Background: an optimization exercise with open tools, aiming at small area. Do not read the settings as production practice. Only simulation tests tie the RTL to the original design; equivalence was not proved. The clock port is modelled as an ideal driver, which makes a skipped or thinned clock tree look cheaper than it is; a real chip needs a root buffer or a tree.

== ember ==
==> flow/design.v (excerpt) <==
module House
(
    input  wire       CLK_50,           
    input  wire       RST,              
    input  wire       RESET_ALARM,      
    input  wire       BTN_ACTIVATE,
    input  wire       SMOKE_SENSOR,
    input  wire [1:0] SWITCH_POS,
    input  wire       LIMIT_UP_N,       
    input  wire       LIMIT_DOWN_N,     
    input  wire       PRESENCE_S1,
    input  wire       PRESENCE_S2,
    input  wire       LIGHTS_RESET_N,   
    input  wire       PIR_INPUT_1,
    input  wire       PIR_INPUT_2,
    output wire       BUZZER_OUT,
    output wire       LED_ALERT_OUT,
    output wire [3:0] STEPPER_OUT,
    output wire       SERVO_PWM1,
    output wire       SERVO_PWM2,
    output wire       LED_LIGHT_1,
    output wire       LED_LIGHT_2
);
    alarma u_alarma (
        .clk            (CLK_50),
        .rst            (RST),
        .reset          (RESET_ALARM),
        .btn_activate   (BTN_ACTIVATE),
        .smoke_detected (SMOKE_SENSOR),
        .buzzer         (BUZZER_OUT),
        .led_alert      (LED_ALERT_OUT)
    );
    platform u_platform (
        .clk        (CLK_50),
        .rst        (RST),
        .switch_pos (SWITCH_POS),
        .stop_Up    (LIMIT_UP_N),
        .stop_Down  (LIMIT_DOWN_N),
        .step_out   (STEPPER_OUT)
    );
    servo_principal u_servos (
        .clk        (CLK_50),
        .rst        (RST),
        .presence_1 (PRESENCE_S1),
        .presence_2 (PRESENCE_S2),
        .PWM1       (SERVO_PWM1),
        .PWM2       (SERVO_PWM2)
  ...
export LEC_CHECK = 0
export CAP_MARGIN = 0
export CORE_MARGIN = 2
export CORE_UTILIZATION = 70
export GPL_TIMING_DRIVEN = 0
export SLEW_MARGIN = 0
create_clock -name core_clock -period 10.0 [get_ports {CLK_50}]
standard.sh (not shown) runs the stock make flow with config.mk's settings and CLKGATE_MAP_FILE= SYNTH_SCRIPT=/design/flow/synth_recipe.tcl, a recipe that flattens the netlist after the stock synthesis.
==> flow/flow/run.sh <==
#!/bin/bash
set -euo pipefail
W=$(pwd)
rm -rf "$W/scripts_abc"
cp -r "$FLOW_HOME/scripts" "$W/scripts_abc"
cp "$W/flow/abc_area_map.script" "$W/scripts_abc/abc_speed.script"
SCRIPTS_DIR="$W/scripts_abc" bash standard.sh synth > "$W/synth.log" 2>&1
export BUFFER_PORTS_ARGS="-buffer_cell sky130_fd_sc_hd__buf_1"
export PRE_CTS_TCL=$W/flow/cts_pre.tcl
bash standard.sh > "$W/layout.log" 2>&1
==> flow/flow/cts_pre.tcl <==
# Clock tree built by hand: the clock port drives four clock buffers directly, each
# driving one cluster of flip-flops (k-means on placed positions, then several cluster
# size splits are tried). Each buffer is the smallest from cts_bufs whose estimated
# clock-pin slew stays under cts_slew_target (ns); the split with the least buffer area
# is kept. CTS itself is then skipped; the rest of ORFS's CTS step (legalisation,
# timing repair) runs.
# ORFS sources this file inside a proc: make the shared names global
global cts_bufs cts_slew_target cts_k block db clk_net sinks n
set cts_bufs {sky130_fd_sc_hd__clkbuf_8 sky130_fd_sc_hd__buf_8 sky130_fd_sc_hd__buf_12 sky130_fd_sc_hd__clkbuf_16}
set cts_slew_target 0.115
set cts_k 4
set block [ord::get_db_block]
set db [ord::get_db]
set clk_net [$block findNet CLK_50]
set sinks {}
foreach it [$clk_net getITerms] {
  set inst [$it getInst]
  lassign [$inst getLocation] x y
  set m [$inst getMaster]
  lappend sinks [list $it [expr {$x + [$m getWidth]/2}] [expr {$y + [$m getHeight]/2}]]
}
set n [llength $sinks]
puts "hand CTS: $n sinks"
proc dist {s cx cy k} { expr {abs([lindex $s 1]-[lindex $cx $k]) + abs([lindex $s 2]-[lindex $cy $k])} }
# k-means, seeded along the sorted x coordinate
set sorted [lsort -real -index 1 $sinks]
set cx {}; set cy {}
for {set k 0} {$k < $cts_k} {incr k} {
  set s [lindex $sorted [expr {int(($k + 0.5) * $n / $cts_k)}]]
  lappend cx [lindex $s 1]; lappend cy [lindex $s 2]
}
for {set iter 0} {$iter < 50} {incr iter} {
  set sx [lrepeat $cts_k 0.0]; set sy [lrepeat $cts_k 0.0]; set sc [lrepeat $cts_k 0]
  set kassign {}
  foreach s $sinks {
    set best 0; set bd 1e30
    for {set k 0} {$k < $cts_k} {incr k} {
      set d [dist $s $cx $cy $k]
      if {$d < $bd} { set bd $d; set best $k }
    }
    lappend kassign $best
    lset sx $best [expr {[lindex $sx $best] + [lindex $s 1]}]
    lset sy $best [expr {[lindex $sy $best] + [lindex $s 2]}]
    lset sc $best [expr {[lindex $sc $best] + 1}]
  }
  for {set k 0} {$k < $cts_k} {incr k} {
    if {[lindex $sc $k] > 0} {
      lset cx $k [expr {[lindex $sx $k] / [lindex $sc $k]}]
      lset cy $k [expr {[lindex $sy $k] / [lindex $sc $k]}]
    }
  }
}
# move sinks until no cluster holds more than its cap
proc rebalance {assign caps cx cy} {
  global sinks cts_k
  set sc [lrepeat $cts_k 0]
  foreach a $assign { lset sc $a [expr {[lindex $sc $a] + 1}] }
  for {set guard 0} {$guard < 2000} {incr guard} {
    set big -1
    for {set k 0} {$k < $cts_k} {incr k} { if {[lindex $sc $k] > [lindex $caps $k]} { set big $k; break } }
    if {$big < 0} break
    set bestd 1e30; set besti -1; set bestk -1; set i 0
    foreach s $sinks a $assign {
      if {$a == $big} {
        for {set k 0} {$k < $cts_k} {incr k} {
          if {$k == $big || [lindex $sc $k] >= [lindex $caps $k]} continue
          set d [expr {[dist $s $cx $cy $k] - [dist $s $cx $cy $big]}]
          if {$d < $bestd} { set bestd $d; set besti $i; set bestk $k }
        }
      }
      incr i
    }
    lset assign $besti $bestk
    lset sc $big [expr {[lindex $sc $big] - 1}]
    lset sc $bestk [expr {[lindex $sc $bestk] + 1}]
  }
  return $assign
}
proc hand_cluster_slew {net} {
  set mx 0.0
  foreach it [$net getITerms] {
    if {[$it isInputSignal]} {
      set pin [get_pins [[$it getInst] getName]/[[$it getMTerm] getName]]
      set s [get_property $pin slew_max]
      if {$s > $mx} { set mx $s }
    }
  }
  return $mx
}
# build the tree for an assignment, size its buffers; returns {area masters}, area 1e30
# when some cluster misses the slew target even with the largest buffer
proc build {assign} {
  global sinks cts_k cts_bufs cts_slew_target block db clk_net
  set sx [lrepeat $cts_k 0.0]; set sy [lrepeat $cts_k 0.0]; set sc [lrepeat $cts_k 0]
  foreach s $sinks a $assign {
    lset sx $a [expr {[lindex $sx $a] + [lindex $s 1]}]
    lset sy $a [expr {[lindex $sy $a] + [lindex $s 2]}]
    lset sc $a [expr {[lindex $sc $a] + 1}]
  }
  set big [$db findMaster [lindex $cts_bufs end]]
  set nets {}
  for {set k 0} {$k < $cts_k} {incr k} {
    set inst [odb::dbInst_create $block $big "clkbuf_hand_$k"]
    set net [odb::dbNet_create $block "clknet_hand_$k"]
    $net setSigType CLOCK
    [$inst findITerm A] connect $clk_net
    [$inst findITerm X] connect $net
    set c [expr {max(1, [lindex $sc $k])}]
    $inst setLocation [expr {int([lindex $sx $k] / $c)}] [expr {int([lindex $sy $k] / $c)}]
    $inst setPlacementStatus PLACED
    lappend nets $net
  }
  foreach s $sinks a $assign {
    set it [lindex $s 0]
    $it disconnect
    $it connect [lindex $nets $a]
  }
  set area 0.0; set masters {}
  for {set k 0} {$k < $cts_k} {incr k} {
    set inst [$block findInst "clkbuf_hand_$k"]
    set net [lindex $nets $k]
    set ok 0
    foreach cand $cts_bufs {
      replace_cell [$inst getName] $cand
      estimate_parasitics -placement
      if {[hand_cluster_slew $net] <= $cts_slew_target} { set ok 1; break }
    }
    set m [$inst getMaster]
    if {!$ok} { set area 1e30 }
    set area [expr {$area + [$m getWidth] * [$m getHeight] / 1e6}]
    lappend masters "[lindex $sc $k]:[$m getName]:[hand_cluster_slew $net]"
  }
  return [list $area $masters]
}
proc teardown {} {
  global sinks cts_k block clk_net
  foreach s $sinks { set it [lindex $s 0]; $it disconnect; $it connect $clk_net }
  for {set k 0} {$k < $cts_k} {incr k} {
    odb::dbInst_destroy [$block findInst "clkbuf_hand_$k"]
    odb::dbNet_destroy [$block findNet "clknet_hand_$k"]
  }
}
set_propagated_clock [all_clocks]
# candidate splits: caps per cluster, the smallest caps going to the clusters k-means
# made smallest
set order {}
set kc [lrepeat $cts_k 0]
foreach a $kassign { lset kc $a [expr {[lindex $kc $a] + 1}] }
for {set k 0} {$k < $cts_k} {incr k} { lappend order [list $k [lindex $kc $k]] }
set order [lsort -integer -index 1 $order]
set configs [list $kc]
for {set s 18} {$s <= 28} {incr s} {
  lappend configs [list $s [expr {($n - $s + 2) / 3}] [expr {($n - $s + 2) / 3}] [expr {($n - $s + 2) / 3}]]
  lappend configs [list $s $s [expr {($n - 2*$s + 1) / 2}] [expr {($n - 2*$s + 1) / 2}]]
  lappend configs [list $s $s $s [expr {$n - 3*$s}]]
}
set best_area 1e30; set best_assign {}
foreach cfg $configs {
  set caps [lrepeat $cts_k 0]
  set scfg [lsort -integer $cfg]
  for {set j 0} {$j < $cts_k} {incr j} { lset caps [lindex [lindex $order $j] 0] [lindex $scfg $j] }
  set assign [rebalance $kassign $caps $cx $cy]
  lassign [build $assign] area masters
  puts "split $cfg: area $area $masters"
  if {$area < $best_area - 1e-6} { set best_area $area; set best_assign $assign }
  teardown
}
lassign [build $best_assign] area masters
puts "hand CTS chosen: area $area $masters"
$clk_net setSigType CLOCK
rename clock_tree_synthesis orig_clock_tree_synthesis
proc clock_tree_synthesis {args} { puts "clock_tree_synthesis skipped: hand-built tree" }
Other scripts of this flow, unchanged in this note and not shown: flow/flow/abc_area_map.script
ember completed every stage of the flow, and the final layout passed the timing, design-rule and antenna checks.
The following lists how cedar was set up differently from ember:
-- flow/flow/cts_pre.tcl --
<<< ember, line 7
# ORFS sources this file inside a proc: make the shared names global
global cts_bufs cts_slew_target cts_k block db clk_net sinks n
>>> cedar, line 7
--- outcome ---
For cedar, the flow was terminated by a tool error in clock tree synthesis (4_1_cts) and produced no final design.
Comparing ember against cedar, there is no change at all in instance area at placement.
As far as height of the die goes, cedar and ember are indistinguishable; the numbers are identical.
Comparing cedar with ember, the xor and xnor area share after synthesis came out essentially unchanged.
cedar vs. ember: proportion of synthesized chip area in sequential cells did not really move, flip-flop and latch count after synthesis did not really move, post-synthesis cell count shows no meaningful change, area fraction in and, or, nand and nor cells after synthesis held steady.
Comparing ember against cedar, there is no change at all in number of synthesized flops with an enable pin.
The share of flip-flops with an asynchronous set or reset after synthesis on ember is in line with that on cedar.
ember → cedar: post-synthesis instance area saw little to no change, starting utilization of the core area saw little to no change.
The clock cells of ember come from the design's own scripts or RTL, not from TritonCTS.

what the ideal ports hide:
Ports are ideal in the flow. The routed layout listed here was re-timed in OpenROAD. Step 1: set_driving_cell puts a clkbuf_16 on CLK_50 and a buf_2 on each other input, an assumption about the parent block. Step 2 times the ports against the registers' clock, not the clock port: input delays grow and output delays shrink by t, the midpoint of the rising clock arrivals with the driver on. Slacks: ideal ports / drivers / drivers and shift; pairs: ideal ports / drivers.
run: ember
t, ns: 0.222
setup WS [ns]: 6.664 / 6.716 / 6.494
cell pins on the clock port's net: 4
After both steps ember still meets setup and hold. The setup slack of ember moves by +0.052 ns with the drivers and by -0.170 ns with both steps.
